From an optimization exercise on the open Yosys and OpenROAD flow, aimed at small area, a short achievable clock period and few clock cycles per item; shortcuts taken in it are not production practice. At most, simulation tests tie the RTL to the original design; equivalence was not proved.

==> inputs of trial 84 <==
==> flow/design.v <==
module GcdCalculator64bit(
    input logic clock,
    input logic reset,
    input logic csr_read,
    input logic csr_write,
    input logic [2:0] csr_address,
    output logic [31:0] csr_readdata,
    input logic [31:0] csr_writedata
);
    logic [31:0] sReg;
    logic [63:0] aReg, bReg;
    always_ff @(posedge clock)
    begin
        if (reset) begin
            sReg <= 1'b0;
            aReg <= 64'b0;
            bReg <= 64'b0;
        end
        else begin
            if (sReg) begin
                if (aReg == bReg) sReg <= 1'b0;
                else if (bReg == 64'b0) bReg <= aReg;
                else if (aReg == 64'b0) aReg <= bReg;
                else if (aReg > bReg) aReg <= aReg - bReg;
                else if (bReg > aReg) bReg <= bReg - aReg;
                else sReg <= 1'b0;
            end
           else if (csr_write) begin
                case(csr_address)
                    3'b001: aReg[31:0] <= csr_writedata;
                    3'b010: aReg[63:32] <= csr_writedata;
                    3'b011: bReg[31:0] <= csr_writedata;
                    3'b100: begin
                        bReg[63:32] <= csr_writedata;
                        sReg <= 1'b1; 
                    end
                endcase
            end
            if (csr_read) begin
                case(csr_address)
                    3'b000: csr_readdata <= sReg;
                    3'b001: csr_readdata <= aReg[31:0];
                    3'b010: csr_readdata <= aReg[63:32];
                    3'b011: csr_readdata <= bReg[31:0];
                    3'b100: csr_readdata <= bReg[63:32];
                endcase
            end
        end
    end
endmodule
==> flow/run.sh <==
#!/bin/bash
# synth_recipe.tcl (not shown) runs the flow's synth.tcl, then flattens the netlist and writes it again
# the make line also repeats each setting of config.mk as NAME=value (left out here)
make -C /OpenROAD-flow-scripts/flow DESIGN_CONFIG=/design/flow/config.mk WORK_HOME=/design/flow/orfs CLKGATE_MAP_FILE= SYNTH_SCRIPT=/design/flow/synth_recipe.tcl finish
==> flow/config.mk <==
export PLATFORM = sky130hd
export DESIGN_NAME = GcdCalculator64bit
export DESIGN_NICKNAME = GcdCalculator64bit
export VERILOG_FILES = /design/flow/design.v
export SDC_FILE = /design/flow/constraint.sdc
export NUM_CORES = 4
export LEC_CHECK = 0
export CAP_MARGIN = 20
export CORE_MARGIN = 2
export CORE_UTILIZATION = 40
export SLEW_MARGIN = 20
==> flow/constraint.sdc <==
create_clock -name core_clock -period 6.0 [get_ports {clock}]
set_input_delay 1.2000 -clock core_clock [delete_from_list [all_inputs] [get_ports {clock}]]
set_output_delay 1.2000 -clock core_clock [all_outputs]
set_load 0.01 [all_outputs]
==> trial 37 (differences from trial 84) <==
==> flow/design.v, changed modules only <==
module GcdCalculator64bit(
    input logic clock,
    input logic reset,
    input logic csr_read,
    input logic csr_write,
    input logic [2:0] csr_address,
    output logic [31:0] csr_readdata,
    input logic [31:0] csr_writedata
);
    logic [63:0] aReg, bReg;
    logic        busy;
    logic [5:0]  k;
    logic [2:0]  raddr;
    function automatic logic [63:0] rsh(input logic [63:0] x, input logic [1:0] s);
        case (s)
            2'd0: rsh = {1'b0, x[63:1]};
            2'd1: rsh = {2'b0, x[63:2]};
            2'd2: rsh = {3'b0, x[63:3]};
            default: rsh = {4'b0, x[63:4]};
        endcase
    endfunction
    function automatic logic [1:0] tz(input logic [3:1] l);
        if (l[1]) tz = 2'd0;
        else if (l[2]) tz = 2'd1;
        else if (l[3]) tz = 2'd2;
        else tz = 2'd3;
    endfunction
    logic [63:0] p, g, gp, pp;
    always_comb begin
        logic [63:0] gn, pn;
        p = ~(aReg ^ bReg);
        g = aReg & ~bReg;
        gp = g;
        pp = p;
        for (int l = 0; l < 6; l++) begin
            gn = gp;
            pn = pp;
            for (int i = 0; i < 64; i++) begin
                if ((i >> l) & 1) begin
                    gn[i] = gp[i] | (pp[i] & gp[((i >> l) << l) - 1]);
                    pn[i] = pp[i] & pp[((i >> l) << l) - 1];
                end
            end
            gp = gn;
            pp = pn;
        end
    end
    logic [63:0] c1, c0, dab, dba;
    assign c1 = {gp[62:0] | pp[62:0], 1'b1};
    assign c0 = {gp[62:0], 1'b0};
    assign dab = p ^ c1;
    assign dba = ~(p ^ c0);
    logic eq, za, zb, ae, be, altb;
    assign eq   = pp[63];
    assign altb = ~(gp[63] | pp[63]);
    assign za   = aReg == 64'b0;
    assign zb   = bReg == 64'b0;
    assign ae   = ~aReg[0];
    assign be   = ~bReg[0];
    logic [63:0] x;
    logic [1:0]  sx;
    always_comb begin
        if (ae && be) begin
            x = bReg;
            sx = 2'd0;
        end else if (ae) begin
            x = aReg;
            sx = tz(aReg[3:1]);
        end else if (be) begin
            x = bReg;
            sx = tz(bReg[3:1]);
        end else begin
            x = altb ? dba : dab;
            sx = tz(dab[3:1]);
        end
    end
    logic run;
    assign run = busy & ~(eq & (k == 6'd0));
    always_ff @(posedge clock) begin
        if (reset) begin
            busy <= 1'b0;
            aReg <= 64'b0;
            bReg <= 64'b0;
            k    <= 6'b0;
        end else if (run) begin
            if (eq) begin
                aReg <= {aReg[62:0], 1'b0};
                bReg <= {bReg[62:0], 1'b0};
                k    <= k - 6'd1;
            end else if (zb) bReg <= aReg;
            else if (za) aReg <= bReg;
            else begin
                if (ae && be) begin
                    aReg <= {1'b0, aReg[63:1]};
                    k    <= k + 6'd1;
                end else if (ae || (!be && !altb)) aReg <= bReg;
                bReg <= rsh(x, sx);
            end
        end else begin
            busy <= 1'b0;
            if (csr_write) begin
                case (csr_address)
                    3'd1: aReg[31:0]  <= csr_writedata;
                    3'd2: aReg[63:32] <= csr_writedata;
                    3'd3: bReg[31:0]  <= csr_writedata;
                    3'd4: begin
                        bReg[63:32] <= csr_writedata;
                        busy <= 1'b1;
                    end
                    default: ;
                endcase
            end
        end
    end
    always_ff @(posedge clock) begin
        if (csr_read) raddr <= csr_address;
    end
    always_comb begin
        case (raddr)
            3'd1: csr_readdata = aReg[31:0];
            3'd2: csr_readdata = aReg[63:32];
            3'd3: csr_readdata = bReg[31:0];
            3'd4: csr_readdata = bReg[63:32];
            default: csr_readdata = {31'b0, run};
        endcase
    end
endmodule
ABC_AREA = 1   (was default)
==> qor summary <==
item	trial 84	trial 37
Result of the run	timing/DRC/antenna clean	timing/DRC/antenna clean
Most common cell after layout, fill and taps aside	a21oi_1	nand2_1
Compound-gate portion of the synthesized area	35.3%	27.3%
Area overhead of the layout relative to synthesis	10.0%	9.52%
Delay of the slowest cell on the worst path	0.79 ns	0.69 ns
Maximum number of pins on one net before global-route repair	110	81
Launching element of the worst setup path	aReg[55]$_SDFFE_PP0P_	bReg[16]$_SDFFE_PP0P_
Reg-to-reg slack, setup	1.16 ns	0.22 ns
Fraction of area in multi-input gates	64.6%	66.5%
GRT met2 Usage	59.9%	51.8%
Design area	18,100 sq um	20,600 sq um
Clock Buffer Count	18	20
Global-route wire length before repair	121,000 um	137,000 um
Area share of fa/ha/maj cells after synthesis	9.96%	5.40%
Multi-input combinational cell count	1,801	2,672
Storage element area	3550 sq um	2790 sq um
Testbench counts of trial 84, summed over its fixed seeds: cycles 298,655, items 1,600.
For trial 37, only the layout was checked, not whether the RTL still works.

## re-timing with driven ports
How much do the figures lean on ideal ports? The routed layouts below were timed once more, with nothing changed but the port constraints.
Step 1: set_driving_cell puts a clkbuf_16 on clock and a buf_2 on each other input, an assumption about the parent block.
Step 2 also shifts input and output timing later by t, the mid clock arrival at the registers, as if the neighbouring blocks saw the same clock.
Slacks: ideal ports / drivers / drivers and shift; pairs: ideal ports / drivers.
| run | t, ns | slack for setup (ns) | worst setup path after step 2 | clock arrival spread, ns | worst register clock-pin slew, ns |
|---|---|---|---|---|---|
| trial 84 | 0.542 | 1.158 / 1.158 / 1.158 | register to register | 0.019 / 0.019 | 0.08 / 0.08 |
| trial 37 | 0.528 | 0.221 / 0.221 / 0.221 | register to register | 0.015 / 0.015 | 0.07 / 0.07 |
After both steps setup and hold are still met in every run listed.
